From an optimization exercise on the open Yosys and OpenROAD flow, aimed at a short achievable clock period and few clock cycles; shortcuts taken in it are not production practice. Function was not checked in any run shown here: the RTL went through the layout flow alone. Power figures rest on the tool's default switching activity, not on a simulated workload.

File: flow/run.sh
#!/bin/bash
# synth_recipe.tcl (not shown) runs the flow's synth.tcl, then flattens the netlist and writes it again
# the make line also repeats each setting of config.mk as NAME=value (left out here)
make -C /OpenROAD-flow-scripts/flow DESIGN_CONFIG=/design/flow/config.mk WORK_HOME=/design/flow/orfs CLKGATE_MAP_FILE= SYNTH_SCRIPT=/design/flow/synth_recipe.tcl finish
File: flow/config.mk
export PLATFORM = sky130hd
export DESIGN_NAME = mips8_cpu
export DESIGN_NICKNAME = mips8_cpu
export VERILOG_FILES = /design/flow/design.v
export SDC_FILE = /design/flow/constraint.sdc
export NUM_CORES = 4
export LEC_CHECK = 0
export CAP_MARGIN = 20
export CORE_MARGIN = 2
export CORE_UTILIZATION = 40
export PLACE_DENSITY = 0.6
export SETUP_SLACK_MARGIN = 3
export SLEW_MARGIN = 20
File: flow/constraint.sdc
create_clock -name core_clock -period 5.0 [get_ports {clk}]
set_input_delay 1.0000 -clock core_clock [delete_from_list [all_inputs] [get_ports {clk}]]
set_output_delay 1.0000 -clock core_clock [all_outputs]
set_load 0.01 [all_outputs]
File: flow/design.v
module mips8_cpu(clk, rst, prog_len, imem_addr, imem_rdata, dmem_addr, dmem_rdata,
                 wb_en, wb_addr, wb_data, done, result);
   input clk;
   input rst;
   input [7:0] prog_len;
   output [7:0] imem_addr;
   input [31:0] imem_rdata;
   output [7:0] dmem_addr;
   input [7:0] dmem_rdata;
   output wb_en;
   output [4:0] wb_addr;
   output [7:0] wb_data;
   output done;
   output [7:0] result;
   localparam NB = 8;
   integer i, ia, ib;
   reg [7:0] len_r;
   always @(posedge clk) len_r <= prog_len;
   reg [7:0] rf [1:31];
   reg [7:0] A;
   reg [7:0] An;    
   reg       halted;
   reg       jrchk;
   reg [7:0] pcI;
   reg       vI;
   reg       predI;    
   reg [NB-1:0] idxI;
   reg       vD;
   reg [4:0] rsD, rtD, destD;
   reg [7:0] rsloD, rtloD;
   reg [63:0] csD, ctD;
   reg [7:0] immD, pcD, pc1D, tgtD;
   reg       adduD, sltD, jrD, beqD, bneD, jalD, lwD, addiuD, wenD, useRsD, useRtD;
   reg       pc1_geD;
   reg       rtZD;    
   reg       sEs, sMs, sWs, sOs, sRs, sEt, sMt, sWt, sOt, sRt;
   reg       hzE, hzM;
   reg       predD;    
   reg       btbD;     
   reg [NB-1:0] idxD;
   reg       vE;
   reg [7:0] opA, opB, pcE, tgtE, next_eqE, next_neE;
   reg       redir_eqE, redir_neE, halt_eqE, halt_neE, tk_eqE, tk_neE;
   reg       sltE, jrE, brE, lwE, wenE;
   reg       immE;     
   reg [7:0] nimmE;    
   reg [4:0] destE;
   reg       predE;
   reg       btbE;
   reg [NB-1:0] idxE;
   reg       mV, mLoad;
   reg [4:0] mDest;
   reg [7:0] mRes;
   reg [7:0] dA;
   reg       wV, wLoad;
   reg [4:0] wDest;
   reg [7:0] wRes;
   reg       oV;
   reg [4:0] oDest;
   reg [7:0] oData;
   reg       done_r;
   reg [4:0] wbA;    
   reg [7:0] wbD;
   reg [7:0] res_r;    
   reg       bv [0:NB-1];
   reg [7:0] btag [0:NB-1];
   reg [7:0] btgt [0:NB-1];
   reg [2:0] brr;
   reg       uAlloc, uInval;
   reg [7:0] uPc, uTgt;
   reg [NB-1:0] uIdx;
   wire [7:0] sum = opA + opB;
   wire       lt  = $signed(opA) < $signed(opB);
   wire [7:0] resE = {sum[7:1] & {7{~sltE}}, sltE ? lt : sum[0]};
   wire       eq  = (opA == opB);
   wire       redirE = vE & (eq ? redir_eqE : redir_neE);
   wire       haltE  = vE & (eq ? halt_eqE : halt_neE);
   wire       takenE = eq ? tk_eqE : tk_neE;
   wire [7:0] wdata = wLoad ? dmem_rdata : wRes;
   wire skipM = mV & ~mLoad & ~wV;
   wire skipE = vE & wenE & ~lwE & ~mV & ~wV;
   function [7:0] rdrf;
      input [7:0] oh;
      input [63:0] c;
      integer k;
      begin
         rdrf = 8'd0;
         for (k = 0; k < 8; k = k + 1)
            rdrf = rdrf | (oh[k] ? c[8*k +: 8] : 8'd0);
      end
   endfunction
   function [63:0] cands;
      input [1:0] g;
      integer k;
      reg [4:0] r;
      begin
         for (k = 0; k < 8; k = k + 1) begin
            r = {g, k[2:0]};
            if (oV & (oDest == r))
               cands[8*k +: 8] = oData;
            else if (r == 5'd0)
               cands[8*k +: 8] = 8'd0;
            else
               cands[8*k +: 8] = rf[r];
         end
      end
   endfunction
   function [63:0] snoop;
      input [1:0] g;
      input [63:0] c;
      integer k;
      begin
         for (k = 0; k < 8; k = k + 1)
            snoop[8*k +: 8] = (oV & (oDest == {g, k[2:0]})) ? oData : c[8*k +: 8];
      end
   endfunction
   wire [7:0] preA = jalD ? pc1D
                   : (({8{sMs}} & mRes) | ({8{sWs}} & wdata)
                    | ({8{sOs}} & oData) | ({8{sRs}} & rdrf(rsloD, csD)));
   wire [7:0] preB = (addiuD | lwD) ? immD : (jalD ? 8'd0
                   : (({8{sMt}} & mRes) | ({8{sWt}} & wdata)
                    | ({8{sOt}} & oData) | ({8{sRt}} & rdrf(rtloD, ctD))));
   wire       gA = sEs & ~jalD;
   wire       gB = sEt & ~(addiuD | lwD | jalD);
   wire [7:0] nextA = {sum[7:1] & {7{gA & ~sltE}}, gA & (sltE ? lt : sum[0])} | preA;
   wire [7:0] nextB = {sum[7:1] & {7{gB & ~sltE}}, gB & (sltE ? lt : sum[0])} | preB;
   wire stallD = vD & (hzE | hzM);
   wire replayD = stallD & vI;
   wire tgt_geD = (tgtD >= len_r);
   wire tk_eqD = jalD | beqD;
   wire tk_neD = jalD | bneD;
   wire redir_eqD = jrD | (tk_eqD ? (~predD | tgt_geD) : (predD | pc1_geD));
   wire redir_neD = jrD | (tk_neD ? (~predD | tgt_geD) : (predD | pc1_geD));
   wire halt_eqD = ~jrD & (tk_eqD ? tgt_geD : pc1_geD);
   wire halt_neD = ~jrD & (tk_neD ? tgt_geD : pc1_geD);
   wire       zE = (opA == nimmE);
   wire       erD = vD & ~stallD & (beqD | bneD) & rtZD & sEs & immE;
   wire       rdZ = erD & (beqD != predD);
   wire       rdN = erD & (bneD != predD);
   wire [7:0] dtZ = beqD ? tgtD : pc1D;
   wire [7:0] dtN = bneD ? tgtD : pc1D;
   wire       redirD = zE ? rdZ : rdN;
   wire [31:0] ins = imem_rdata;
   wire [5:0] opI = ins[31:26];
   wire [5:0] fnI = ins[5:0];
   wire rformI = (opI == 6'b000000);
   wire adduI  = rformI & (fnI == 6'b100001);
   wire sltI   = rformI & (fnI == 6'b101010);
   wire jrI    = rformI & (fnI == 6'b001000);
   wire beqI   = (opI == 6'b000100);
   wire bneI   = (opI == 6'b000101);
   wire jalI   = (opI == 6'b000011);
   wire lwI    = (opI == 6'b010111);
   wire addiuI = (opI == 6'b001001);
   wire [4:0] rsI = ins[25:21];
   wire [4:0] rtI = ins[20:16];
   wire [4:0] destI = (adduI | sltI) ? ins[15:11] : (jalI ? 5'd31 : rtI);
   wire wenI = ((adduI | sltI) & (ins[15:11] != 5'd0)) | jalI | ((lwI | addiuI) & (rtI != 5'd0));
   wire [7:0] pc1I = pcI + 8'd1;
   wire [7:0] tgtI = jalI ? ins[7:0] : (pcI + ins[7:0]);
   wire useRsI = 1'b1;
   wire useRtI = ~opI[5] & ~opI[4] & ~opI[3] & ~opI[1];
   wire mDs = vD & wenD & (destD == rsI);
   wire mEs = vE & wenE & (destE == rsI);
   wire mMs = mV & (mDest == rsI);
   wire mWs = wV & (wDest == rsI);
   wire mDt = vD & wenD & (destD == rtI);
   wire mEt = vE & wenE & (destE == rtI);
   wire mMt = mV & (mDest == rtI);
   wire mWt = wV & (wDest == rtI);
   wire fEs = mDs;
   wire fMs = ~mDs & mEs & ~skipE;
   wire fWs = ~mDs & ~mEs & mMs & ~skipM;
   wire fOs = ~mDs & ((mEs & skipE) | (~mEs & mMs & skipM) | (~mEs & ~mMs & mWs));
   wire fEt = mDt;
   wire fMt = ~mDt & mEt & ~skipE;
   wire fWt = ~mDt & ~mEt & mMt & ~skipM;
   wire fOt = ~mDt & ((mEt & skipE) | (~mEt & mMt & skipM) | (~mEt & ~mMt & mWt));
   wire hzEI = vD & wenD & lwD & ((useRsI & (destD == rsI)) | (useRtI & (destD == rtI)));
   wire hzMI = vE & wenE & lwE & ((useRsI & (destE == rsI)) | (useRtI & (destE == rtI)));
   reg [7:0] rsloI, rtloI;
   always @(*) begin
      for (ia = 0; ia < 8; ia = ia + 1) begin
         rsloI[ia] = (rsI[2:0] == ia);
         rtloI[ia] = (rtI[2:0] == ia);
      end
   end
   wire [7:0] Ai = ~An;
   wire [7:0] Aseq = Ai + 8'd1;
   reg [NB-1:0] ohN;
   reg [7:0] btN;
   always @(*) begin
      btN  = 8'd0;
      for (ib = 0; ib < NB; ib = ib + 1) begin
         ohN[ib] = bv[ib] && (btag[ib] == Ai);
         btN  = btN | (ohN[ib] ? btgt[ib] : 8'd0);
      end
   end
   reg       hitS, seqS;
   reg [NB-1:0] idxF;
   reg [7:0] btF;
   wire      hitF = hitS & seqS;
   wire haltF = jrchk;    
   localparam SP = 0;
   wire spOp = (opI == 6'b000011) | ((opI[5:1] == 5'b00010) & ins[7]);
   wire spI = (SP != 0) & vI & ~predI & ~stallD & spOp;
   wire [7:0] Abase = replayD ? pcI : (hitF ? btF : Aseq);
   wire       spSel = spI & ~replayD;
   wire [7:0] Apred = spSel ? tgtI : Abase;
   wire [7:0] Pz = rdZ ? dtZ : Apred;
   wire [7:0] Pn = rdN ? dtN : Apred;
   wire [7:0] Ceq = jrE ? opA : next_eqE;
   wire [7:0] Cne = jrE ? opA : next_neE;
   wire       rEqA = vE & redir_eqE;
   wire       rNeA = vE & redir_neE;
   wire [7:0] XeqZ = rEqA ? Ceq : Pz;
   wire [7:0] XeqN = rEqA ? Ceq : Pn;
   wire [7:0] XneZ = rNeA ? Cne : Pz;
   wire [7:0] XneN = rNeA ? Cne : Pn;
   wire [7:0] Anext = eq ? (zE ? XeqZ : XeqN) : (zE ? XneZ : XneN);
   always @(posedge clk) begin
      A <= Anext;
      An <= ~Anext;
      pcI <= Ai;
      predI <= hitF;
      idxI <= idxF;
      hitS <= |ohN;
      idxF <= ohN;
      btF <= btN;
      if (~stallD) begin
         rsD <= rsI;
         rtD <= rtI;
         rtZD <= (rtI == 5'd0);
         destD <= destI;
         rsloD <= rsloI;
         rtloD <= rtloI;
         csD <= cands(rsI[4:3]);
         ctD <= cands(rtI[4:3]);
         immD <= ins[7:0];
         pcD <= pcI;
         pc1D <= pc1I;
         tgtD <= tgtI;
         pc1_geD <= (pc1I >= len_r);
         adduD <= adduI;
         sltD <= sltI;
         jrD <= jrI;
         beqD <= beqI;
         bneD <= bneI;
         jalD <= jalI;
         lwD <= lwI;
         addiuD <= addiuI;
         wenD <= wenI;
         predD <= predI | spI;
         btbD <= predI;
         idxD <= idxI;
         useRsD <= useRsI;
         useRtD <= useRtI;
         sEs <= fEs;
         sMs <= fMs;
         sWs <= fWs;
         sOs <= fOs;
         sRs <= ~fEs & ~fMs & ~fWs & ~fOs;
         sEt <= fEt;
         sMt <= fMt;
         sWt <= fWt;
         sOt <= fOt;
         sRt <= ~fEt & ~fMt & ~fWt & ~fOt;
         hzE <= hzEI;
         hzM <= hzMI;
      end else begin
         sEs <= 1'b0; sMs <= sEs & ~skipE; sWs <= sMs & ~skipM;
         sOs <= (sEs & skipE) | (sMs & skipM) | sWs; sRs <= sRs | sOs;
         sEt <= 1'b0; sMt <= sEt & ~skipE; sWt <= sMt & ~skipM;
         sOt <= (sEt & skipE) | (sMt & skipM) | sWt; sRt <= sRt | sOt;
         hzE <= 1'b0;
         hzM <= hzE;
         csD <= snoop(rsD[4:3], csD);
         ctD <= snoop(rtD[4:3], ctD);
      end
      opA <= nextA;
      opB <= nextB;
      pcE <= pcD;
      tgtE <= tgtD;
      next_eqE <= tk_eqD ? tgtD : pc1D;
      next_neE <= tk_neD ? tgtD : pc1D;
      redir_eqE <= erD ? halt_eqD : redir_eqD;
      redir_neE <= erD ? halt_neD : redir_neD;
      halt_eqE <= halt_eqD;
      halt_neE <= halt_neD;
      tk_eqE <= tk_eqD;
      tk_neE <= tk_neD;
      sltE <= sltD;
      immE <= addiuD | jalD;
      nimmE <= jalD ? 8'd0 : (8'd0 - immD);
      jrE <= jrD;
      brE <= beqD | bneD | jalD;
      lwE <= lwD;
      wenE <= wenD;
      destE <= destD;
      predE <= predD;
      btbE <= btbD;
      idxE <= idxD;
      mLoad <= lwE;
      mDest <= destE;
      mRes <= resE;
      dA <= sum;
      wLoad <= mLoad;
      wDest <= mDest;
      wRes <= mRes;
      oDest <= wV ? wDest : (mV ? mDest : destE);
      oData <= (wV | mV) ? (wV ? wdata : mRes) : resE;
      wbA <= skipE ? destE : (wV ? wDest : (skipM ? mDest : 5'd0));
      wbD <= skipE ? resE : (wV ? wdata : (skipM ? mRes : 8'd0));
      uPc <= pcE;
      uTgt <= tgtE;
      uIdx <= idxE;
      if (uAlloc) begin
         btag[brr] <= uPc - 8'd1;
         btgt[brr] <= uTgt;
      end
      if (rst) begin
         halted <= 1'b0;
         jrchk <= 1'b0;
         vI <= 1'b0;
         vD <= 1'b0;
         vE <= 1'b0;
         mV <= 1'b0;
         wV <= 1'b0;
         oV <= 1'b0;
         done_r <= 1'b0;
         brr <= 3'd0;
         uAlloc <= 1'b0;
         uInval <= 1'b0;
         A <= 8'd0;
         An <= 8'hff;
         seqS <= 1'b0;
         for (i = 0; i < NB; i = i + 1) bv[i] <= 1'b0;
         for (i = 1; i < 32; i = i + 1) rf[i] <= 8'd0;
         res_r <= 8'd0;
      end else begin
         halted <= halted | haltE | haltF;
         seqS <= ~redirE & ~redirD & ~replayD & ~spI & ~hitF;
         jrchk <= vE & jrE & (opA >= len_r);
         vI <= ~halted & ~haltE & ~haltF & ~redirE & ~redirD & ~replayD & ~spI;
         if (redirE) vD <= 1'b0;
         else if (~stallD) vD <= vI & ~redirD;
         vE <= vD & ~stallD & ~redirE;
         mV <= vE & wenE & ~skipE;
         wV <= mV & ~skipM;
         oV <= wV | skipM | skipE;
         if (oV) rf[oDest] <= oData;
         res_r <= (oV & (oDest == 5'd2)) ? oData : rf[2];
         done_r <= (halted | haltE | haltF) & ~(vE & wenE) & ~mV & ~wV;
         uAlloc <= vE & brE & takenE & ~btbE;
         uInval <= vE & brE & ~takenE & btbE;
         if (uAlloc) begin
            bv[brr] <= 1'b1;
            brr <= brr + 3'd1;
         end else if (uInval) begin
            for (i = 0; i < NB; i = i + 1)
               if (uIdx[i]) bv[i] <= 1'b0;
         end
      end
   end
   assign imem_addr = A;
   assign dmem_addr = dA;
   assign wb_en = oV;
   assign wb_addr = wbA;
   assign wb_data = wbD;
   assign done = done_r;
   assign result = res_r;
endmodule
==> results of run 1 <==
## metal layers
metal	GRT usage, %	part of all wire (%)	vias up
met4	12.9	5.8	4
met3	3.62	6.2	302
met1	30.3	40	12500
met2	39.1	48	1069
li1	-	-	11000
met5	0	0.024	-
## final cells by class
cell class | instances | area [µm²] | share of cell area [%]
clock inverter | 40 | 532 | 1.14
clock buffer | 129 | 2600 | 5.56
sequential | 849 | 23000 | 49.0
multi-input combinational | 1717 | 15800 | 33.7
tap | 1254 | 1570 | 3.35
timing repair buffer | 303 | 3100 | 6.62
inverter | 64 | 264 | 0.564
antenna | 1 | 2.50 | 0.00534
## per-stage QoR
stage / cell area [µm²] / utilization [%]
after detailed placement: 40000 / 42.9
after floorplan: 38300 / -
after global placement: 40000 / 42.9
after CTS: 45500 / 48.8
after global routing: 46800 / 50.3
final: 46800 / 50.3
## cell usage after synthesis (all sizes together) (13+ instances only)
master / instances
edfxtp: 580
dfxtp: 269
and2: 260
mux2: 149
nor2: 137
clkbuf: 135
nand2: 129
o21ai: 122
mux4: 112
a22oi: 100
xor2: 100
a21oi: 66
inv: 63
xnor2: 54
ha: 51
nand3: 47
buf: 43
nor3: 42
nand4: 31
a221o: 24
nor2b: 23
a211oi: 20
nor3b: 19
mux2i: 17
a222oi: 16
a221oi: 15
nand2b: 15
nor4: 13
## repair_timing
action,4_1_cts,5_1_grt
setup endpoints to repair,977,577
gates resized for setup,565,193
pin swaps,79,76
gates cloned,7,2
hold endpoints to repair,0,0
buffers inserted,107,71
## state kept, by name (all words and copies together) (netlist names), 64 cells and up
| name | flops |
|---|---|
| btag | 64 |
| btgt | 64 |
| ctD | 64 |
| csD | 64 |
| rf | 248 |
## power by group
part	internal (W)	total (W)	switching, W
sequential	0.00795	0.00841	0.000464
combinational	0.000907	0.00225	0.00135
clock	0.00422	0.00706	0.00284
total	0.0131	0.0177	0.00465
## final timing paths
path                            depth (start not counted)  slack, ns              end            from
worst max register to register                         10       2.62  A[3]$_SDFF_PP0_  opB[4]$_DFF_P_
worst max-delay path                                   10       2.62  A[3]$_SDFF_PP0_  opB[4]$_DFF_P_
worst min register to register                          0       0.32   uPc[6]$_DFF_P_  pcE[6]$_DFF_P_
worst min-delay path                                    0       0.32   uPc[6]$_DFF_P_  pcE[6]$_DFF_P_
## kinds of logic (layout without fill, tap and decap cells)
family,after synthesis,in the layout,synth area share (%)
AOI/OAI and AO/OA,455,456,8.43
adders and majority gates,53,53,1.81
xor gates and xnor gates,154,154,3.59
muxes,278,278,11.6
other,0,1,0
and+or+nand+nor,776,776,11.2
buffers and inverters,242,536,2.53
DFF,849,849,60.8
## worst register-to-register path, cell delays in order (launching register included)
cell and delay [ns]:
dfxtp_2 0.35, inv_2 0.04, ha_4 0.27, nand4_1 0.24, nor2_4 0.28, buf_6 0.16, nor3b_2 0.05, a311oi_2 0.35
a211oi_4 0.06, buf_6 0.18, a221o_1 0.28
==> results by group, run 1 <==
Job
  • Max Cap Viol: 0

Clock network
  • Htree depth: 3
  • Clk buf depth: 3
  • CTS tree: built
  • Number of buffers created by CTS: 91
  • Hold_buf cts: 0
  • CTS clock-pin slew for the worst setup and hold paths: 0.06 ns
  • Worst skew pair latency: 0.67 ns
  • Root Driver: clkbuf_16
  • CTS Sinks: 849

Global route
  • Vias in the first global route: 24400
  • First-pass GRT wire length: 166000 µm
  • GRT Residual Overflow: 0
  • Initial antenna violation count: 5
  • Global Route Usage Sum: 23.8%
  • Pin count of the biggest net entering global routing: 62

Die
  • Die ar.: 0.0963 mm²
  • Die X: 310 µm
  • Site row count: 112
  • I/O pins: 89
  • Core area: 0.0932 mm²
  • Starting Density: 40.3%
  • Die Span Y: 310 µm

STA
  • Slew Limit Fails: 0
  • F_max: 0.420 GHz
  • Relative slew slack: 25.9%
  • Final setup vio count: 0
  • Crit path time final: 2.38 ns
  • Final TNS setup: 0 ns
  • Slew @ Worst Pin: 1.11 ns
  • Skew final: 0.0171 ns
  • Fin crit share: 47.6%
  • Setup slack after layout: 2.62 ns
  • RSZ-0062 raised after global routing: yes
  • Final hold viol count: 0
  • Worst hold margin: 0.322 ns

Detailed routing
  • Number of DRC markers in iteration 0: 2590
  • Drt wl/cell: 26.8 µm
  • Post-DRT Antenna Nets: 0
  • DRC: 0
  • Vias: 24900
  • First drt pass iteration count: 8
  • Vias per cell: 5.72
  • Routed WL: 117000 µm

Cells and area
  • Most common cell after layout, fill and taps aside: edfxtp_1
  • Layout cell share with drive strength beyond 1: 33.3%
  • Area grow syn2layout: 24.8%
  • Post-route insts no fill: 4357
  • Fin nets: 3129
  • Fill cell count: 7797
  • Most frequent cells in the layout: edfxtp_1, and2_1, dfxtp_1

Synth
  • Synth top area cells: edfxtp_1, dfxtp_1, mux4_2
  • Synth Net Count: 2910
  • Post-synthesis cell count: 2807
  • Synthesis Warnings: 1
  • EDFF count, synth: 580
  • Cell Area, Synth: 0.0375 mm²
  • Synth unique cells: 83
  • Mean cell area of the mapped netlist: 13.4 µm²
  • Post-synth ARST share: 0%
  • Yosys top cell by area: edfxtp_1
  • Synth Register Bits: 849
  • Register area share after synthesis: 60.8%
  • Share of the synthesized area in the top cell type: 46.4%
  • Main synth FF type: edfxtp_1

Pwr
  • Leakage: 17.4 nW
  • Maximum vdd drop: 0.261 mV
  • Tot Pwr: 0.0177 W
  • P per Cell Area: 378 mW/mm²

Setup path
  • Worst path max stage delay: 0.35 ns
  • Crit. End Element: flop
  • CP Cell Sequence: inv_2 > ha_4 > nand4_1 > nor2_4 > buf_6 > nor3b_2 > a311oi_2 > a211oi_4 > buf_6 > a221o_1
  • Largest fanout on the critical path: 6
  • WS Path Type: flop to flop
  • Delay-heaviest family, CP: compound AO/OA/AOI/OAI gates
  • Slowest cell on the critical path: dfxtp_2
  • Worst EP arrival: 2.93 ns
  • Buf+Inv Stages, Crit Path: 3
  • CP Launch Type: flop
  • Worst Path Required: 5.55 ns
  • Crit path top cell by count: buf_6

Min path
  • HP Class: flop to flop

Placement
  • Buffers on Ports: 85
  • RePlAce Congestion: 0.931
  • Dpl cells: 4000
  • Post-Place Worst Slack: 1.54 ns
  • DP HPWL: 76500 µm

Status
  • Run status: complete, no violations
==> run 2, diff against run 1 <==
--- a/flow/design.v
+++ b/flow/design.v
@@ -43,6 +43,6 @@
    reg       redir_eqE, redir_neE, halt_eqE, halt_neE, tk_eqE, tk_neE;
    reg       sltE, jrE, brE, lwE, wenE;
-   reg       immE;     
-   reg [7:0] nimmE;    
+   reg       zvE;      
+   reg       zPreE;    
    reg [4:0] destE;
    reg       predE;
@@ -134,6 +134,6 @@
    wire halt_eqD = ~jrD & (tk_eqD ? tgt_geD : pc1_geD);
    wire halt_neD = ~jrD & (tk_neD ? tgt_geD : pc1_geD);
-   wire       zE = (opA == nimmE);
-   wire       erD = vD & ~stallD & (beqD | bneD) & rtZD & sEs & immE;
+   wire       zE = zPreE;
+   wire       erD = vD & ~stallD & (beqD | bneD) & rtZD & sEs & zvE;
    wire       rdZ = erD & (beqD != predD);
    wire       rdN = erD & (bneD != predD);
@@ -291,6 +291,6 @@
       tk_neE <= tk_neD;
       sltE <= sltD;
-      immE <= addiuD | jalD;
-      nimmE <= jalD ? 8'd0 : (8'd0 - immD);
+      zvE <= addiuD & ~sEs;
+      zPreE <= (preA == (8'd0 - immD));
       jrE <= jrD;
       brE <= beqD | bneD | jalD;
==> run 2 against run 1 <==
Compared with the run above: power rose by 2.9%; first-iteration DRC count decreased by 3.8%; sequential cell count down 7; final cell count fell by 1.3%; still clean; critical path type unchanged; die area decreased by 0.54%; highest routed layer is now met4; wire length fell by 4.0%; largest power group unchanged; clock-buffer cell count shrank 8; critical path depth fell by 2; register-to-register slack lost 0.04 ns; synthesized cell count is 2.2% lower.
==> results by group, run 2 <==
Global route
  • Initial antenna violation count: 0
  • Vias in the first global route: 23700
  • Pin count of the biggest net entering global routing: 66
  • GRT Residual Overflow: 0
  • First-pass GRT wire length: 159000 µm
  • Global Route Usage Sum: 22.6%

Synth
  • Most frequent cell after synthesis: edfxtp_1
  • Post-synth top cells: edfxtp_1, dfxtp_1, and2_1
  • Register area share after synthesis: 60.7%
  • Synth top area cells: edfxtp_1, dfxtp_1, mux4_2
  • Main synth FF type: edfxtp_1
  • Post-synth ARST share: 0%
  • Share of the synthesized area in the top cell type: 46.7%
  • Synthesis Warnings: 1
  • Post-synthesis cell count: 2744
  • Synth Register Bits: 842
  • Synth Net Count: 2847
  • Cell Area, Synth: 0.0373 mm²
  • EDFF count, synth: 580
  • Yosys top cell by area: edfxtp_1
  • Synth unique cells: 85
  • Mean cell area of the mapped netlist: 13.6 µm²

Placement
  • DP HPWL: 71900 µm
  • Dpl cells: 3937
  • RePlAce Congestion: 0.934
  • Post-Place Worst Slack: 1.49 ns
  • Buffers on Ports: 85

Setup path
  • Largest fanout on the critical path: 6
  • R2R depth: 8
  • WS Path Type: flop to flop
  • Worst EP arrival: 3.02 ns
  • Crit. End Element: flop
  • Worst Path Required: 5.60 ns
  • CP Launch Type: flop

Cells and area
  • Most common cell after layout, fill and taps aside: edfxtp_1
  • Max reg flops: 248
  • Layout cell share with drive strength beyond 1: 35.5%
  • Area grow syn2layout: 24.9%
  • Multi-input gate area: 0.0158 mm²
  • Register area: 0.0228 mm²
  • Fill cell count: 7762
  • Fin nets: 3073
  • Most frequent cells in the layout: edfxtp_1, and2_1, dfxtp_1
  • Post-route insts no fill: 4301
  • Largest Register: rf

STA
  • Relative slew slack: 45.5%
  • RSZ-0062 raised after global routing: yes
  • F_max: 0.413 GHz
  • Slew @ Worst Pin: 0.818 ns
  • Worst hold margin: 0.304 ns
  • Final hold viol count: 0
  • Setup slack after layout: 2.58 ns
  • Final setup vio count: 0
  • Final TNS setup: 0 ns
  • Fin crit share: 48.5%
  • Crit path time final: 2.42 ns
  • Skew final: 0.0478 ns
  • Slew Limit Fails: 0

Die
  • I/O pins: 89
  • Core area: 0.0929 mm²
  • Site row count: 112
  • Starting Density: 40.2%
  • Die ar.: 0.0958 mm²
  • Die Span Y: 309 µm
  • Die X: 309 µm

Detailed routing
  • DRC: 0
  • First drt pass iteration count: 5
  • Drt wl/cell: 26.0 µm
  • Highest metal used: met4
  • Vias per cell: 5.68
  • Post-DRT Antenna Nets: 0
  • Vias: 24500
  • Routed WL: 112000 µm
  • Number of DRC markers in iteration 0: 2492
  • DR WL met3: 8480 µm
  • Met2 WL: 52400 µm
  • DRT met1 WL: 47900 µm

Clock network
  • Root Driver: clkbuf_16
  • Clk buf depth: 3
  • CTS Sinks: 842
  • Htree depth: 3
  • CTS clock-pin slew for the worst setup and hold paths: 0.06 ns
  • Number of buffers created by CTS: 91
  • CTS tree: built
  • Worst skew pair latency: 0.68 ns

Job
  • Max Cap Viol: 0

Pwr
  • Switch Pwr: 0.00505 W
  • P per Cell Area: 391 mW/mm²
  • Leakage: 17.3 nW
  • Logic pwr share: 15.4%
  • Tot Pwr: 0.0182 W
  • Switch share: 27.7%
  • Total internal power: 0.0132 W
  • Clock power share: 37.2%
  • Maximum vdd drop: 0.280 mV
  • Sequential Power Share: 47.4%

Min path
  • HP Class: flop to flop
  • Min-Delay Path Depth: 0

Status
  • Run status: complete, no violations
run 2: changes by cell type in the layout (fill, tap and decap cells not counted), sizes merged, moves of 18 or more:
| cell | delta |
|---|---|
| clkinv | +18 |
| o21ai | -39 |
| or2 | +28 |
| xnor2 | +22 |
| xor2 | -19 |
run 2: worst paths after layout:
kind,start,to,slack [ns]
max,rsloD[6]$_DFFE_PN_,zPreE$_DFF_P_,2.58
min,idxE[5]$_DFF_P_,uIdx[5]$_DFF_P_,0.30
max reg2reg,rsloD[6]$_DFFE_PN_,zPreE$_DFF_P_,2.58
min reg2reg,idxE[5]$_DFF_P_,uIdx[5]$_DFF_P_,0.30
run 2: layout make-up:
| cell class | count | share of cell area (%) |
|---|---|---|
| Sequential cell | 842 | 48.9 |
| Multi-Input combinational cell | 1649 | 33.9 |
| Timing Repair Buffer | 305 | 6.63 |
| Clock buffer | 121 | 5.39 |
| Tap cell | 1254 | 3.37 |
| Clock inverter | 48 | 1.07 |
| Inverter | 81 | 0.727 |
| Antenna cell | 1 | 0.00537 |
run 2: critical path, cell delays in order, from the launching register on:
cell and delay, ns:
edfxtp_1 0.52, buf_4 0.20, a22oi_1 0.25, nand4_1 0.31, a221o_1 0.42, o21ai_0 0.17
xor2_1 0.19, nand4_1 0.13, nor3_2 0.18
run 2: what timing repair did:
item / in CTS / in global routing
hold buffers: 0 / 0
setup buffers: 98 / 86
endpoints found under the setup margin: 990 / 512
gates resized for setup: 480 / 204
gates cloned: 4 / 6
pin swaps: 81 / 115
run 2: routing by layer:
layer / GRT usage (%) / vias up
met2: 36.2 / 969
met4: 7.12 / 0
met1: 31.2 / 12600
li1: - / 10700
met5: 0 / -
met3: 4.33 / 187
run 2: stage by stage:
step | cell area (µm²) | util [%]
after floorplan | 38400 | -
after global placement | 40000 | 43.1
after detailed placement | 40000 | 43.1
after CTS | 44800 | 48.3
after global routing | 46600 | 50.2
final | 46600 | 50.2
run 2: power groups by stage:
stage	sequential (W)	clock [W]	combinational [W]
2_1_floorplan	0.00845	0	0.00145
3_3_place_gp	0.00879	0	0.00213
3_5_place_dp	0.00880	0	0.00218
4_1_cts	0.00866	0.00687	0.00244
5_1_grt	0.00868	0.00715	0.00297
6_report	0.00864	0.00678	0.00280
run 2: cell families (layout without fill, tap and decap cells):
group                    after synthesis  in the layout  share of synthesized area (%)
multiplexers                         272            272                           11.6
AND/OR/NAND/NOR                      749            751                           11.3
adder cells (fa/ha/maj)               53             53                           1.82
other                                  0              1                              0
flip-flops                           842            842                           60.7
buffers and inverters                255            555                           2.80
AO/OA/AOI/OAI                        416            416                           8.08
XOR/XNOR                             157            157                           3.68
==> run 3, diff against run 2 <==
--- a/flow/config.mk
+++ b/flow/config.mk
@@ -8,6 +8,6 @@
 export CAP_MARGIN = 20
 export CORE_MARGIN = 2
-export CORE_UTILIZATION = 40
-export PLACE_DENSITY = 0.6
+export CORE_UTILIZATION = 60
+export PLACE_DENSITY = 0.75
 export SETUP_SLACK_MARGIN = 3
 export SLEW_MARGIN = 20
==> run 3 against run 2 <==
Compared with the run above: register-to-register slack improved by 0.02 ns; sequential power hardly changed; final cell count fell by 9.9%; sequential share of layout area is 0.52 points higher; combinational power about the same; wire length down 1.7%; clock skew is essentially flat; synthesized cell count unchanged; sequential cell count unchanged; largest power group unchanged.
==> results by group, run 3 <==
Setup path
  • CP Cell Sequence: buf_6 > a22oi_2 > nand4_1 > a221oi_2 > a21oi_4 > mux2_4 > mux2i_1 > mux2i_1 > nor3_2
  • Crit. End Element: flop
  • Largest fanout on the critical path: 5
  • Slowest cell on the critical path: edfxtp_1
  • Worst Path Required: 5.55 ns
  • WS Path Type: flop to flop
  • Worst EP arrival: 2.96 ns
  • FF-to-FF setup slack: 2.60 ns
  • Crit path top cell by count: mux2i_1
  • R2R depth: 9
  • Worst path max stage delay: 0.45 ns
  • CP Launch Type: flop

Clock network
  • CTS clock-pin slew for the worst setup and hold paths: 0.06 ns
  • Hold_buf cts: 0
  • Htree depth: 3
  • Root Driver: clkbuf_16
  • Number of buffers created by CTS: 85
  • Clk buf depth: 3
  • CTS tree: built
  • Worst skew pair latency: 0.67 ns
  • CTS Sinks: 842

Cells and area
  • Area grow syn2layout: 23.6%
  • Most frequent cells in the layout: edfxtp_1, and2_1, dfxtp_1
  • Max reg flops: 248
  • Layout cell share with drive strength beyond 1: 35.3%
  • Core Util, Final: 74.9%
  • Fill cell count: 3644
  • Largest Register: rf
  • Fin nets: 3071
  • Most common cell after layout, fill and taps aside: edfxtp_1
  • Post-layout instance area: 0.0461 mm²
  • Number of inserted diodes: 0

STA
  • Final hold viol count: 0
  • F_max: 0.416 GHz
  • Skew final: 0.0482 ns
  • Slew @ Worst Pin: 0.884 ns
  • Relative slew slack: 40.8%
  • Setup slack after layout: 2.60 ns
  • Worst hold margin: 0.313 ns
  • Slew Limit Fails: 0
  • Fin crit share: 48.1%
  • Final setup vio count: 0
  • RSZ-0062 raised after global routing: yes
  • Crit path time final: 2.40 ns
  • Final TNS setup: 0 ns

Global route
  • Initial antenna violation count: 6
  • First-pass GRT wire length: 157000 µm
  • Global Route Usage Sum: 33.5%
  • Vias in the first global route: 24600
  • Pin count of the biggest net entering global routing: 63
  • GRT Residual Overflow: 0

Pwr
  • Leakage: 17.3 nW
  • Maximum vdd drop: 0.329 mV
  • P per Cell Area: 394 mW/mm²

Detailed routing
  • Routed WL: 110000 µm
  • Drt wl/cell: 28.4 µm
  • First drt pass iteration count: 6
  • Vias: 25100
  • DRC: 0
  • Number of DRC markers in iteration 0: 2928
  • Vias per cell: 6.46
  • Post-DRT Antenna Nets: 0

Placement
  • RePlAce Congestion: 0.962
  • Post-Place Worst Slack: 1.55 ns
  • Buffers on Ports: 85
  • DP HPWL: 68700 µm
  • Area after DPL: 0.0395 mm²

Synth
  • Yosys top cell by area: edfxtp_1
  • Cell Area, Synth: 0.0373 mm²
  • Post-synth top cells: edfxtp_1, dfxtp_1, and2_1
  • Mean cell area of the mapped netlist: 13.6 µm²
  • Most frequent cell after synthesis: edfxtp_1
  • EDFF count, synth: 580
  • Synthesis Warnings: 1
  • Post-synth ARST share: 0%
  • Main synth FF type: edfxtp_1
  • Share of the synthesized area in the top cell type: 46.7%
  • Synth top area cells: edfxtp_1, dfxtp_1, mux4_2
  • Register area share after synthesis: 60.7%
  • Post-synthesis cell count: 2744
  • Synth Net Count: 2847
  • Synth unique cells: 85
  • Synth Register Bits: 842

Job
  • Max Cap Viol: 0

Die
  • Site row count: 91
  • I/O pins: 89
  • Die ar.: 0.0642 mm²
  • Core area: 0.0616 mm²
  • Starting Density: 60.6%
  • Die X: 253 µm
  • Die Span Y: 253 µm

Min path
  • Min-Delay Path Depth: 0
  • HP Class: flop to flop

Status
  • Run status: complete, no violations
-- run 3: metal layers --
layer  vias up  global-route usage [%]  part of all wire, %
met4        10                    16.9                  5.7
met1     12600                    43.6                   38
met3       343                    5.51                  8.4
met5         -                       0                0.067
met2      1414                    54.8                   48
li1      10700                       -                    -
-- run 3: through the flow --
stage | std cells | total power (W)
3_3_place_gp | 3520 | 0.0109
4_1_cts | 3791 | 0.0179
3_5_place_dp | 3520 | 0.0110
6_report | 3877 | 0.0182
2_1_floorplan | 2744 | 0.00990
5_1_grt | 3877 | 0.0187
-- run 3: worst max-delay path: cells and delay by family (launching register included) --
kind	cells	cell delay (ns)
AOI/OAI and AO/OA	3	0.70
muxes	3	0.58
DFF	1	0.45
and+or+nand+nor	2	0.40
buffers and inverters	1	0.17
-- run 3: cell type report --
class,count,area [µm²],area share [%]
well taps,837,1050,2.27
clock inverters,49,639,1.39
clock buffers,110,2360,5.12
flip-flops and latches,842,22800,49.4
repair buffers,309,3220,6.98
multi-input cells,1649,15700,34.1
inverters,81,337,0.730
-- run 3: timing repair --
item,CTS,global route
buffers inserted,106,81
cloned,6,5
resized for setup,508,158
endpoints found under the setup margin,1026,387
pin swaps,85,105
-- run 3: path summary, 6_finish.rpt --
path                      startpoint             end
hold / removal        pcE[7]$_DFF_P_  uPc[7]$_DFF_P_
setup reg to reg  rsloD[0]$_DFFE_PN_   zPreE$_DFF_P_
hold reg to reg       pcE[7]$_DFF_P_  uPc[7]$_DFF_P_
setup / recovery  rsloD[0]$_DFFE_PN_   zPreE$_DFF_P_
-- run 3: power by group --
| group | total (W) | internal [W] | switching [W] |
|---|---|---|---|
| combinational | 0.00280 | 0.00117 | 0.00163 |
| clock | 0.00671 | 0.00386 | 0.00285 |
| sequential | 0.00867 | 0.00808 | 0.000587 |
| total | 0.0182 | 0.0131 | 0.00507 |
-- run 3: cell families (layout without fill, tap and decap cells) --
group	after synthesis	in the layout	share of synthesized area [%]
adder cells (fa/ha/maj)	53	53	1.82
multiplexers	272	272	11.6
AO/OA/AOI/OAI	416	418	8.08
XOR/XNOR	157	157	3.68
flip-flops	842	842	60.7
buffers and inverters	255	549	2.80
AND/OR/NAND/NOR	749	749	11.3
==> run 4, diff against run 3 <==
--- a/flow/design.v
+++ b/flow/design.v
@@ -34,4 +34,5 @@
    reg       pc1_geD;
    reg       rtZD;    
+   reg [7:0] nimmD;   
    reg       sEs, sMs, sWs, sOs, sRs, sEt, sMt, sWt, sOt, sRt;
    reg       hzE, hzM;
@@ -232,4 +233,5 @@
          rtD <= rtI;
          rtZD <= (rtI == 5'd0);
+         nimmD <= 8'd0 - ins[7:0];
          destD <= destI;
          rsloD <= rsloI;
@@ -292,5 +294,5 @@
       sltE <= sltD;
       zvE <= addiuD & ~sEs;
-      zPreE <= (preA == (8'd0 - immD));
+      zPreE <= (preA == nimmD);
       jrE <= jrD;
       brE <= beqD | bneD | jalD;
==> run 4 against run 3 <==
Compared with the run above: still clean on timing, DRC and antenna; non-clock buffer count is 35 lower; setup slack worse by 0.017 ns; wire length is 1.1% lower; area after synthesis hardly changed.
==> results by group, run 4 <==
Synth
  • Register area share after synthesis: 61.2%
  • Synth top area cells: edfxtp_1, dfxtp_1, mux4_2
  • Cell Area, Synth: 0.0373 mm²
  • Main synth FF type: edfxtp_1
  • EDFF count, synth: 587
  • Yosys top cell by area: edfxtp_1
  • Post-synth ARST share: 0%
  • Most frequent cell after synthesis: edfxtp_1
  • Synthesis Warnings: 1
  • Synth Net Count: 2871
  • Post-synth top cells: edfxtp_1, dfxtp_1, and2_1
  • Post-synthesis cell count: 2766
  • Synth Register Bits: 849
  • Share of the synthesized area in the top cell type: 47.2%
  • Synth unique cells: 77
  • Mean cell area of the mapped netlist: 13.5 µm²

Clock network
  • CTS clock-pin slew for the worst setup and hold paths: 0.07 ns
  • Worst skew pair latency: 0.66 ns
  • CTS tree: built
  • Htree depth: 3
  • Root Driver: clkbuf_16
  • CTS Sinks: 849
  • Clk buf depth: 3
  • Number of buffers created by CTS: 85

Global route
  • First-pass GRT wire length: 158000 µm
  • GRT Residual Overflow: 0
  • Met3 Use GR: 6.67%
  • Global Route Usage Sum: 33.6%
  • Pin count of the biggest net entering global routing: 53
  • GRT Max-Usage Layer: met2
  • Met1 Use GR: 44.4%
  • Initial antenna violation count: 3
  • Vias in the first global route: 24800
  • M2 GR Usage: 52.8%

Setup path
  • R2R depth: 10
  • CP Launch Type: flop
  • Crit. End Element: flop
  • Worst r2r dst: An[3]$_SDFF_PP1_
  • Reg2Reg Launch Point: opB[2]$_DFF_P_
  • Largest fanout on the critical path: 7
  • Worst EP arrival: 2.91 ns
  • FF-to-FF setup slack: 2.58 ns
  • Worst Path Required: 5.49 ns
  • WS Path Type: flop to flop

STA
  • Final setup vio count: 0
  • Skew final: 0.0391 ns
  • Slew Limit Fails: 0
  • Relative slew slack: 42.0%
  • Crit path time final: 2.42 ns
  • F_max: 0.413 GHz
  • Fin crit share: 48.4%
  • Setup slack after layout: 2.58 ns
  • Slew @ Worst Pin: 0.869 ns
  • RSZ-0062 raised after global routing: yes
  • Final TNS setup: 0 ns
  • Final hold viol count: 0

Status
  • Run status: complete, no violations

Pwr
  • Total internal power: 0.0128 W
  • Maximum vdd drop: 0.306 mV
  • Switch Pwr: 0.00469 W
  • Logic pwr share: 13.8%
  • Switch share: 26.9%
  • Clock power share: 37.8%
  • Leakage: 17.1 nW
  • P per Cell Area: 379 mW/mm²
  • Sequential Power Share: 48.4%

Cells and area
  • Fin nets: 3061
  • Register area: 0.0230 mm²
  • Area grow syn2layout: 23.3%
  • Layout cell share with drive strength beyond 1: 33.8%
  • Number of inserted diodes: 0
  • Multi-input gate area: 0.0160 mm²
  • Most common cell after layout, fill and taps aside: edfxtp_1
  • Most frequent cells in the layout: edfxtp_1, and2_1, dfxtp_1
  • Fill cell count: 3598
  • Largest Register: rf
  • Max reg flops: 248

Placement
  • Buffers on Ports: 85
  • RePlAce Congestion: 0.978
  • Post-Place Worst Slack: 1.45 ns
  • DP HPWL: 67100 µm

Min path
  • HP Class: flop to flop
  • Hold path endpoint: idxI[3]$_DFF_P_
  • Min-Delay Path Depth: 0
  • Min-delay src: idxF[3]$_DFF_P_

Detailed routing
  • First drt pass iteration count: 9
  • Vias per cell: 6.54
  • Drt wl/cell: 28.2 µm
  • Vias: 25300
  • DRC: 0
  • Routed WL: 109000 µm
  • Post-DRT Antenna Nets: 0
  • Number of DRC markers in iteration 0: 3424

Die
  • Die X: 253 µm
  • Die Span Y: 253 µm
  • Starting Density: 60.6%
  • I/O pins: 89
  • Die ar.: 0.0643 mm²
  • Site row count: 91
  • Core area: 0.0616 mm²

Job
  • Max Cap Viol: 0
run 4: routing by layer:
layer,wire length (µm),part of all wire (%)
met5,27,0.025
met3,10600,9.8
met4,6380,5.9
met2,51400,47
met1,40500,37
run 4: layout make-up:
type	instances	area share, %
clock buffer	115	5.26
clock inverter	43	1.07
inverter	71	0.666
multi-input combinational	1673	34.7
sequential	849	49.9
tap	837	2.27
timing repair buffer	274	6.00
timing repair inverter	2	0.0381
run 4: metrics by stage:
step / power [W] / util (%) / cells / hold WS [ns] / area (µm²)
2_1_floorplan: 0.00952 / - / 2766 / 0.310 / 38200
3_3_place_gp: 0.0104 / 64.0 / 3545 / 0.311 / 39400
3_5_place_dp: 0.0104 / 64.0 / 3545 / 0.312 / 39400
4_1_cts: 0.0172 / 72.6 / 3812 / 0.326 / 44700
5_1_grt: 0.0179 / 74.7 / 3864 / 0.332 / 46000
6_report: 0.0174 / 74.7 / 3864 / 0.326 / 46000
run 4: power groups by stage:
stage / Sequential, W / Combinational [W] / Clock (W)
after global placement: 0.00855 / 0.00182 / 0
after detailed placement: 0.00857 / 0.00187 / 0
after CTS: 0.00842 / 0.00217 / 0.00661
after global routing: 0.00847 / 0.00252 / 0.00688
after floorplan: 0.00833 / 0.00119 / 0
final: 0.00845 / 0.00241 / 0.00659
run 4: cells by family (layout without fill, tap and decap cells):
logic type / count (synthesis) / after routing / share of synthesized area [%]
adders and majority gates: 55 / 55 / 1.88
AOI/OAI and AO/OA: 460 / 460 / 8.51
xor gates and xnor gates: 154 / 154 / 3.61
and+or+nand+nor: 725 / 726 / 10.5
muxes: 278 / 278 / 11.7
buffers and inverters: 245 / 505 / 2.52
DFF: 849 / 849 / 61.2
run 4: how the worst max path moves through the flow:
stage	cells after the start	end	start
finish	10	An[3]$_SDFF_PP1_	opB[2]$_DFF_P_
global route	10	An[3]$_SDFF_PP1_	opB[2]$_DFF_P_
CTS	9	An[6]$_SDFF_PP1_	opB[1]$_DFF_P_
detailed placement	5	rf[20][6]$_SDFFCE_PN0P_	rst
global placement	5	rf[4][1]$_SDFFCE_PN0P_	rst
floorplan	6	ctD[27]$_DFFE_PP_	imem_rdata[20]
run 4: worst max-delay path: stages (launching register included):
cell      delay (ns)
dfxtp_2         0.36
inv_2           0.06
ha_4            0.26
nand4_1         0.11
buf_6           0.16
or3_4           0.40
a21oi_4         0.24
buf_4           0.16
nand2_4         0.08
o221a_2         0.30
o311ai_0        0.12
run 4: what timing repair did:
item	in CTS	in global routing
setup buffers	103	49
setup endpoints to repair	987	628
hold endpoints to repair	0	0
hold buffers	0	0
pin swaps	69	72
gates resized for setup	563	182
gates cloned	6	3
==> run 5, diff against run 4 <==
--- a/flow/config.mk
+++ b/flow/config.mk
@@ -8,6 +8,6 @@
 export CAP_MARGIN = 20
 export CORE_MARGIN = 2
-export CORE_UTILIZATION = 60
-export PLACE_DENSITY = 0.75
+export CORE_UTILIZATION = 40
+export PLACE_DENSITY = 0.6
 export SETUP_SLACK_MARGIN = 3
 export SLEW_MARGIN = 20
==> run 5 against run 4 <==
Compared with the run above: still clean on timing, DRC and antenna; wire length grew 5.6%; critical path depth shrank 1; clock-buffer cell count grew 5; setup slack gained 0.10 ns; clock skew grew 0.0037 ns; power grew 3.4%; synthesized cell count is the same.
==> results by group, run 5 <==
Min path
  • Min-delay src: idxF[3]$_DFF_P_
  • Min-Delay Path Depth: 0
  • Hold path endpoint: idxI[3]$_DFF_P_
  • HP Class: flop to flop

Cells and area
  • Layout cell share with drive strength beyond 1: 34.2%
  • Most frequent cells in the layout: edfxtp_1, and2_1, dfxtp_1
  • Core Util, Final: 50.5%
  • Post-route insts no fill: 4302
  • Largest Register: rf
  • Number of inserted diodes: 0
  • Max reg flops: 248
  • Fin nets: 3075
  • Most common cell after layout, fill and taps aside: edfxtp_1
  • Area grow syn2layout: 25.6%

Synth
  • Main synth FF type: edfxtp_1
  • EDFF count, synth: 587
  • Cell Area, Synth: 0.0373 mm²
  • Most frequent cell after synthesis: edfxtp_1
  • Mean cell area of the mapped netlist: 13.5 µm²
  • Synth unique cells: 77
  • Synth Register Bits: 849
  • Post-synth top cells: edfxtp_1, dfxtp_1, and2_1
  • Post-synth ARST share: 0%
  • Yosys top cell by area: edfxtp_1
  • Share of the synthesized area in the top cell type: 47.2%
  • Register area share after synthesis: 61.2%
  • Post-synthesis cell count: 2766
  • Synth Net Count: 2871
  • Synthesis Warnings: 1
  • Synth top area cells: edfxtp_1, dfxtp_1, mux4_2

Setup path
  • Worst EP arrival: 2.86 ns
  • WS Path Type: flop to flop
  • CP Launch Type: flop
  • FF-to-FF setup slack: 2.68 ns
  • Worst Path Required: 5.55 ns
  • R2R depth: 9
  • Reg2Reg Launch Point: opA[3]$_DFF_P_
  • Worst r2r dst: A[3]$_SDFF_PP0_
  • Largest fanout on the critical path: 7
  • Crit. End Element: flop

Global route
  • Initial antenna violation count: 2
  • Vias in the first global route: 24500
  • First-pass GRT wire length: 164000 µm
  • Pin count of the biggest net entering global routing: 57
  • Global Route Usage Sum: 23.3%
  • GRT Residual Overflow: 0

Pwr
  • Leakage: 17.3 nW
  • Maximum vdd drop: 0.285 mV
  • P per Cell Area: 384 mW/mm²

Detailed routing
  • Vias: 24800
  • Drt wl/cell: 26.7 µm
  • Vias per cell: 5.76
  • DRC: 0
  • Met2 WL: 55000 µm
  • DRT met1 WL: 47500 µm
  • First drt pass iteration count: 5
  • Routed WL: 115000 µm
  • Post-DRT Antenna Nets: 0
  • Highest metal used: met5
  • DR WL met3: 8680 µm
  • Number of DRC markers in iteration 0: 2536

STA
  • Skew final: 0.0429 ns
  • F_max: 0.431 GHz
  • Final setup vio count: 0
  • Final hold viol count: 0
  • Slew Limit Fails: 0
  • Fin crit share: 46.4%
  • Slew @ Worst Pin: 0.797 ns
  • Relative slew slack: 46.8%
  • RSZ-0062 raised after global routing: yes
  • Final TNS setup: 0 ns
  • Crit path time final: 2.32 ns

Clock network
  • CTS clock-pin slew for the worst setup and hold paths: 0.06 ns
  • Root Driver: clkbuf_16
  • Clk buf depth: 3
  • Hold_buf cts: 0
  • CTS tree: built
  • Worst skew pair latency: 0.67 ns
  • Htree depth: 3
  • CTS Sinks: 849
  • Number of buffers created by CTS: 91

Die
  • Starting Density: 40.2%
  • Site row count: 112
  • I/O pins: 89
  • Die ar.: 0.0958 mm²
  • Die Span Y: 310 µm
  • Die X: 310 µm
  • Core area: 0.0929 mm²

Job
  • Max Cap Viol: 0

Placement
  • Buffers on Ports: 85
  • RePlAce Congestion: 0.910
  • Dpl cells: 3962
  • DP HPWL: 73700 µm

Status
  • Run status: complete, no violations
==> run 5: changes by cell type in the layout (fill, tap and decap cells not counted), sizes merged, moves of 2 or more <==
cell	previous run	this run
buf	237	245
clkbuf	116	124
clkinvlp	2	4
bufinv	7	10
bufbuf	5	3
clkinv	36	39
==> run 5: worst max-delay path by stage <==
stage / startpoint / endpoint / slack [ns]
after global routing: opA[0]$_DFF_P_ / An[6]$_SDFF_PP1_ / 2.63
after detailed placement: imem_rdata[19] / ctD[55]$_DFFE_PP_ / 1.45
final: opA[3]$_DFF_P_ / A[3]$_SDFF_PP0_ / 2.68
after global placement: imem_rdata[19] / ctD[41]$_DFFE_PP_ / 1.45
after CTS: opB[1]$_DFF_P_ / An[6]$_SDFF_PP1_ / 2.70
after floorplan: imem_rdata[20] / ctD[27]$_DFFE_PP_ / 2.32
==> run 5: power by group <==
| part | leakage [nW] | internal (W) | total, W | switching [W] |
|---|---|---|---|---|
| combinational | 7.44 | 0.000984 | 0.00252 | 0.00154 |
| sequential | 8.29 | 0.00800 | 0.00841 | 0.000403 |
| clock | 1.58 | 0.00419 | 0.00710 | 0.00291 |
| total | 17.3 | 0.0132 | 0.0180 | 0.00485 |
==> run 5: logic make-up (layout without fill, tap and decap cells) <==
group | count (synthesis) | in the layout | synth area share [%]
xor+xnor | 154 | 154 | 3.61
mux | 278 | 278 | 11.7
compound gates | 460 | 460 | 8.51
flops | 849 | 849 | 61.2
buf+inv | 245 | 526 | 2.52
fa+ha+maj | 55 | 55 | 1.88
simple gates | 725 | 726 | 10.5
==> run 5: routing by layer <==
layer / GRT usage, % / vias to the layer above
met5: 0 / -
met4: 8.00 / 2
met3: 3.85 / 245
met2: 38.1 / 1072
met1: 31.6 / 12700
li1: - / 10800
==> run 5: worst max-delay path, cell delays in order (launching register included) <==
cell and delay (ns):
dfxtp_4 0.39, ha_4 0.28, nand4_1 0.09, buf_6 0.16
or3_4 0.40, a21oi_4 0.23, buf_4 0.16, nand2_4 0.08
o221a_4 0.29, o311a_1 0.12
==> run 5: what timing repair did <==
| action | CTS | global route |
|---|---|---|
| gates cloned | 6 | 4 |
| setup endpoints to repair | 1006 | 645 |
| pin swaps | 83 | 84 |
| gates resized for setup | 550 | 185 |
| setup buffers | 102 | 57 |
==> run 5: final cells by class <==
cell class                 instances  area, µm²
inverter                          71        303
sequential                       849      23000
multi-input combinational       1673      15900
clock buffer                     120       2580
clock inverter                    51        637
tap                             1254       1570
timing repair inverter             2       17.5
fill                            7738      46000
timing repair buffer             282       2930
==> run 5: through the flow <==
stage / total power (W) / instance area [µm²] / hold slack [ns] / worst slack, ns
2_1_floorplan: 0.00952 / 38200 / 0.310 / 2.32
3_3_place_gp: 0.0105 / 40000 / 0.311 / 1.45
3_5_place_dp: 0.0105 / 40000 / 0.312 / 1.45
4_1_cts: 0.0179 / 45500 / 0.301 / 2.70
5_1_grt: 0.0186 / 46900 / 0.305 / 2.63
6_report: 0.0180 / 46900 / 0.306 / 2.68
==> run 6, diff against run 5 <==
--- a/flow/design.v
+++ b/flow/design.v
@@ -33,6 +33,4 @@
    reg       adduD, sltD, jrD, beqD, bneD, jalD, lwD, addiuD, wenD, useRsD, useRtD;
    reg       pc1_geD;
-   reg       rtZD;    
-   reg [7:0] nimmD;   
    reg       sEs, sMs, sWs, sOs, sRs, sEt, sMt, sWt, sOt, sRt;
    reg       hzE, hzM;
@@ -44,6 +42,4 @@
    reg       redir_eqE, redir_neE, halt_eqE, halt_neE, tk_eqE, tk_neE;
    reg       sltE, jrE, brE, lwE, wenE;
-   reg       zvE;      
-   reg       zPreE;    
    reg [4:0] destE;
    reg       predE;
@@ -135,11 +131,4 @@
    wire halt_eqD = ~jrD & (tk_eqD ? tgt_geD : pc1_geD);
    wire halt_neD = ~jrD & (tk_neD ? tgt_geD : pc1_geD);
-   wire       zE = zPreE;
-   wire       erD = vD & ~stallD & (beqD | bneD) & rtZD & sEs & zvE;
-   wire       rdZ = erD & (beqD != predD);
-   wire       rdN = erD & (bneD != predD);
-   wire [7:0] dtZ = beqD ? tgtD : pc1D;
-   wire [7:0] dtN = bneD ? tgtD : pc1D;
-   wire       redirD = zE ? rdZ : rdN;
    wire [31:0] ins = imem_rdata;
    wire [5:0] opI = ins[31:26];
@@ -209,15 +198,7 @@
    wire       spSel = spI & ~replayD;
    wire [7:0] Apred = spSel ? tgtI : Abase;
-   wire [7:0] Pz = rdZ ? dtZ : Apred;
-   wire [7:0] Pn = rdN ? dtN : Apred;
-   wire [7:0] Ceq = jrE ? opA : next_eqE;
-   wire [7:0] Cne = jrE ? opA : next_neE;
-   wire       rEqA = vE & redir_eqE;
-   wire       rNeA = vE & redir_neE;
-   wire [7:0] XeqZ = rEqA ? Ceq : Pz;
-   wire [7:0] XeqN = rEqA ? Ceq : Pn;
-   wire [7:0] XneZ = rNeA ? Cne : Pz;
-   wire [7:0] XneN = rNeA ? Cne : Pn;
-   wire [7:0] Anext = eq ? (zE ? XeqZ : XeqN) : (zE ? XneZ : XneN);
+   wire [7:0] Xeq = (vE & redir_eqE) ? (jrE ? opA : next_eqE) : Apred;
+   wire [7:0] Xne = (vE & redir_neE) ? (jrE ? opA : next_neE) : Apred;
+   wire [7:0] Anext = eq ? Xeq : Xne;
    always @(posedge clk) begin
       A <= Anext;
@@ -232,6 +213,4 @@
          rsD <= rsI;
          rtD <= rtI;
-         rtZD <= (rtI == 5'd0);
-         nimmD <= 8'd0 - ins[7:0];
          destD <= destI;
          rsloD <= rsloI;
@@ -286,6 +265,6 @@
       next_eqE <= tk_eqD ? tgtD : pc1D;
       next_neE <= tk_neD ? tgtD : pc1D;
-      redir_eqE <= erD ? halt_eqD : redir_eqD;
-      redir_neE <= erD ? halt_neD : redir_neD;
+      redir_eqE <= redir_eqD;
+      redir_neE <= redir_neD;
       halt_eqE <= halt_eqD;
       halt_neE <= halt_neD;
@@ -293,6 +272,4 @@
       tk_neE <= tk_neD;
       sltE <= sltD;
-      zvE <= addiuD & ~sEs;
-      zPreE <= (preA == nimmD);
       jrE <= jrD;
       brE <= beqD | bneD | jalD;
@@ -342,9 +319,9 @@
       end else begin
          halted <= halted | haltE | haltF;
-         seqS <= ~redirE & ~redirD & ~replayD & ~spI & ~hitF;
+         seqS <= ~redirE & ~replayD & ~spI & ~hitF;
          jrchk <= vE & jrE & (opA >= len_r);
-         vI <= ~halted & ~haltE & ~haltF & ~redirE & ~redirD & ~replayD & ~spI;
+         vI <= ~halted & ~haltE & ~haltF & ~redirE & ~replayD & ~spI;
          if (redirE) vD <= 1'b0;
-         else if (~stallD) vD <= vI & ~redirD;
+         else if (~stallD) vD <= vI;
          vE <= vD & ~stallD & ~redirE;
          mV <= vE & wenE & ~skipE;
==> run 6 against run 5 <==
Compared with the run above: design area shrank 2.2%; sequential cell count shrank 10; critical path depth shrank 8; final cell count shrank 1.3%; global-route usage is essentially flat; area after synthesis shrank 0.40%; clock power shrank 3.4%; setup slack gained 0.12 ns; maximum frequency grew 5.4%; die area shrank 0.39%; largest cell class unchanged; highest routed layer is now met4.
==> results by group, run 6 <==
Die
  • Core area: 0.0919 mm²
  • Die X: 309 µm
  • Starting Density: 40.5%
  • Site row count: 111
  • Die Span Y: 309 µm
  • Die ar.: 0.0954 mm²
  • I/O pins: 89

Cells and area
  • Post-route insts no fill: 4245
  • Layout cell share with drive strength beyond 1: 33.0%
  • Fill cell count: 7791
  • Most frequent cells in the layout: edfxtp_1, and2_1, dfxtp_1
  • Most common cell after layout, fill and taps aside: edfxtp_1
  • Max reg flops: 248
  • Area grow syn2layout: 23.4%
  • Largest Register: rf
  • Fin nets: 3028

Synth
  • Register area share after synthesis: 60.7%
  • Main synth FF type: edfxtp_1
  • Mean cell area of the mapped netlist: 13.5 µm²
  • Synthesis Warnings: 1
  • Yosys top cell by area: edfxtp_1
  • Post-synth ARST share: 0%
  • Synth Net Count: 2855
  • Post-synthesis cell count: 2753
  • Synth top area cells: edfxtp_1, dfxtp_1, mux4_2
  • Synth unique cells: 93
  • Share of the synthesized area in the top cell type: 46.7%
  • Post-synth top cells: edfxtp_1, dfxtp_1, and2_1
  • Synth Register Bits: 839
  • Cell Area, Synth: 0.0372 mm²
  • Most frequent cell after synthesis: edfxtp_1
  • EDFF count, synth: 579

Placement
  • DP HPWL: 74000 µm
  • Buffers on Ports: 85
  • Dpl cells: 3943
  • RePlAce Congestion: 0.973

Detailed routing
  • DRC: 0
  • Post-DRT Antenna Nets: 0
  • Number of DRC markers in iteration 0: 2867
  • Vias: 24500
  • Routed WL: 113000 µm
  • Vias per cell: 5.77
  • Drt wl/cell: 26.7 µm
  • First drt pass iteration count: 6

STA
  • Slew @ Worst Pin: 0.776 ns
  • Final setup vio count: 0
  • Slew Limit Fails: 0
  • Relative slew slack: 48.3%
  • Crit path time final: 2.20 ns
  • Fin crit share: 44.0%
  • Final TNS setup: 0 ns
  • Skew final: 0.0511 ns
  • F_max: 0.454 GHz
  • RSZ-0062 raised after global routing: yes
  • Final hold viol count: 0

Clock network
  • Root Driver: clkbuf_16
  • Hold_buf cts: 0
  • CTS Sinks: 839
  • Worst skew pair latency: 0.67 ns
  • Clk buf depth: 3
  • Number of buffers created by CTS: 88
  • CTS tree: built
  • Htree depth: 3
  • CTS clock-pin slew for the worst setup and hold paths: 0.06 ns

Min path
  • Min-delay src: idxF[0]$_DFF_P_
  • HP Class: flop to flop
  • Min-Delay Path Depth: 0
  • Hold path endpoint: idxI[0]$_DFF_P_

Status
  • Run status: complete, no violations

Setup path
  • CP Launch Type: flop
  • Worst r2r dst: wbD[6]$_DFF_P_
  • Reg2Reg Launch Point: opB[0]$_DFF_P_
  • Worst path max stage delay: 0.42 ns
  • R2R depth: 8
  • Buf+Inv Stages, Crit Path: 1
  • Delay-heaviest family, CP: flip-flops
  • Largest fanout on the critical path: 5
  • Worst EP arrival: 1.20 ns
  • WS Path Type: flop to primary output
  • FF-to-FF setup slack: 2.84 ns
  • CP Cell Sequence: buf_6
  • Slowest cell on the critical path: dfxtp_4
  • Crit. End Element: primary output
  • Crit path depth: 1
  • Worst Path Required: 4.00 ns

Global route
  • First-pass GRT wire length: 164000 µm
  • Global Route Usage Sum: 23.3%
  • Initial antenna violation count: 0
  • Vias in the first global route: 24400
  • Pin count of the biggest net entering global routing: 50
  • GRT Residual Overflow: 0

Pwr
  • Total internal power: 0.0128 W
  • Sequential Power Share: 47.5%
  • Maximum vdd drop: 0.272 mV
  • Logic pwr share: 13.3%
  • Switch Pwr: 0.00472 W
  • Switch share: 27.0%
  • P per Cell Area: 382 mW/mm²
  • Leakage: 17.0 nW
  • Clock power share: 39.2%

Job
  • Max Cap Viol: 0
==> run 6: cell types whose count changed in the layout (fill, tap and decap cells not counted), moves of 10 or more <==
cell,change
a22oi_1,+22
inv_1,+22
a21oi_2,-17
mux2_2,+10
a22o_1,-34
buf_6,-18
xnor2_1,-19
o21ai_0,-10
dfxtp_2,-12
nor4_1,+17
==> run 6: how the worst max path moves through the flow <==
| stage | startpoint | end | slack [ns] |
|---|---|---|---|
| after global routing | oV$_SDFF_PP0_ | wb_en | 2.75 |
| after CTS | oV$_SDFF_PP0_ | wb_en | 2.75 |
| after floorplan | imem_rdata[25] | csD[32]$_DFFE_PP_ | 2.55 |
| final | oV$_SDFF_PP0_ | wb_en | 2.80 |
| after global placement | imem_rdata[20] | ctD[0]$_DFFE_PP_ | 1.68 |
| after detailed placement | imem_rdata[20] | ctD[6]$_DFFE_PP_ | 1.64 |
==> run 6: metal layers <==
layer	vias to the layer above	wire length, µm	GRT usage [%]
met5	-	0	0
met4	0	4150	7.61
met3	234	8950	3.41
met2	1152	53400	38.0
met1	12400	46900	32.0
li1	10700	-	-
==> run 6: repair_timing <==
action / in CTS / in global routing
resized for setup: 464 / 156
setup endpoints to repair: 937 / 458
buffers inserted: 77 / 49
gates cloned: 6 / 4
pin swaps: 51 / 78
==> run 6: power by group through the flow <==
stage | Clock (W) | Combinational (W) | Sequential (W)
floorplan | 0 | 0.00121 | 0.00819
global placement | 0 | 0.00186 | 0.00844
detailed placement | 0 | 0.00188 | 0.00846
CTS | 0.00696 | 0.00216 | 0.00831
global route | 0.00724 | 0.00245 | 0.00835
finish | 0.00686 | 0.00233 | 0.00832
==> run 6: final cells by class <==
class	instances	area, µm²	share of cell area, %
sequential	839	22700	49.6
clock buffer	112	2470	5.38
tap	1243	1560	3.39
clock inverter	53	599	1.31
inverter	87	354	0.771
timing repair inverter	1	8.76	0.0191
antenna	1	2.50	0.00545
timing repair buffer	251	2540	5.54
multi-input combinational	1658	15600	34.0
==> run 6: through the flow <==
step	area, µm²	utilization [%]	setup WS (ns)	hold WS, ns	power, W
final	45900	49.9	2.80	0.294	0.0175
after global routing	45900	49.9	2.75	0.299	0.0180
after CTS	44800	48.7	2.75	0.296	0.0174
after detailed placement	40100	43.6	1.64	0.312	0.0103
after global placement	40100	43.6	1.68	0.311	0.0103
after floorplan	38400	-	2.55	0.310	0.00940
==> run 6: cells by family (layout without fill, tap and decap cells) <==
group	after synthesis	in the layout	synth area share, %
flops	839	839	60.7
simple gates	746	748	11.3
compound gates	434	434	8.19
mux	286	286	12.0
buf+inv	258	504	2.77
xor+xnor	138	138	3.27
fa+ha+maj	52	52	1.79
other cells	0	1	0

==> what the ideal ports hide <==
How much do the figures lean on ideal ports? The routed layouts below were timed once more, with nothing changed but the port constraints.
Step 1 (the two cells are an assumption about what drives the block):
set clk [get_ports {clk}]
set_driving_cell -lib_cell sky130_fd_sc_hd__clkbuf_16 $clk
set_driving_cell -lib_cell sky130_fd_sc_hd__buf_2 [delete_from_list [all_inputs] $clk]
Step 2 also shifts input and output timing later by t, the mid clock arrival at the registers, as if the neighbouring blocks saw the same clock.
Three values: no drivers, after step 1, after step 2; two values: the first two.
run | shift t [ns] | slack for setup (ns) | hold slack, ns | worst setup path after step 2
run 1 | 0.742 | 2.619 / 2.619 / 2.185 | 0.322 / 0.322 / 0.322 | input to register
run 2 | 0.716 | 2.577 / 2.577 / 2.011 | 0.304 / 0.304 / 0.304 | input to register
run 3 | 0.716 | 2.597 / 2.597 / 1.967 | 0.313 / 0.313 / 0.313 | input to register
run 4 | 0.705 | 2.580 / 2.580 / 2.088 | 0.326 / 0.326 / 0.326 | input to register
run 5 | 0.728 | 2.681 / 2.681 / 2.067 | 0.306 / 0.306 / 0.306 | input to register
run 6 | 0.708 | 2.799 / 2.737 / 2.298 | 0.294 / 0.294 / 0.294 | input to register
After both steps every run listed still meets setup and hold. For run 3, which loses most, drivers alone change the setup slack by 0.000 ns; drivers and shift together by -0.630 ns.
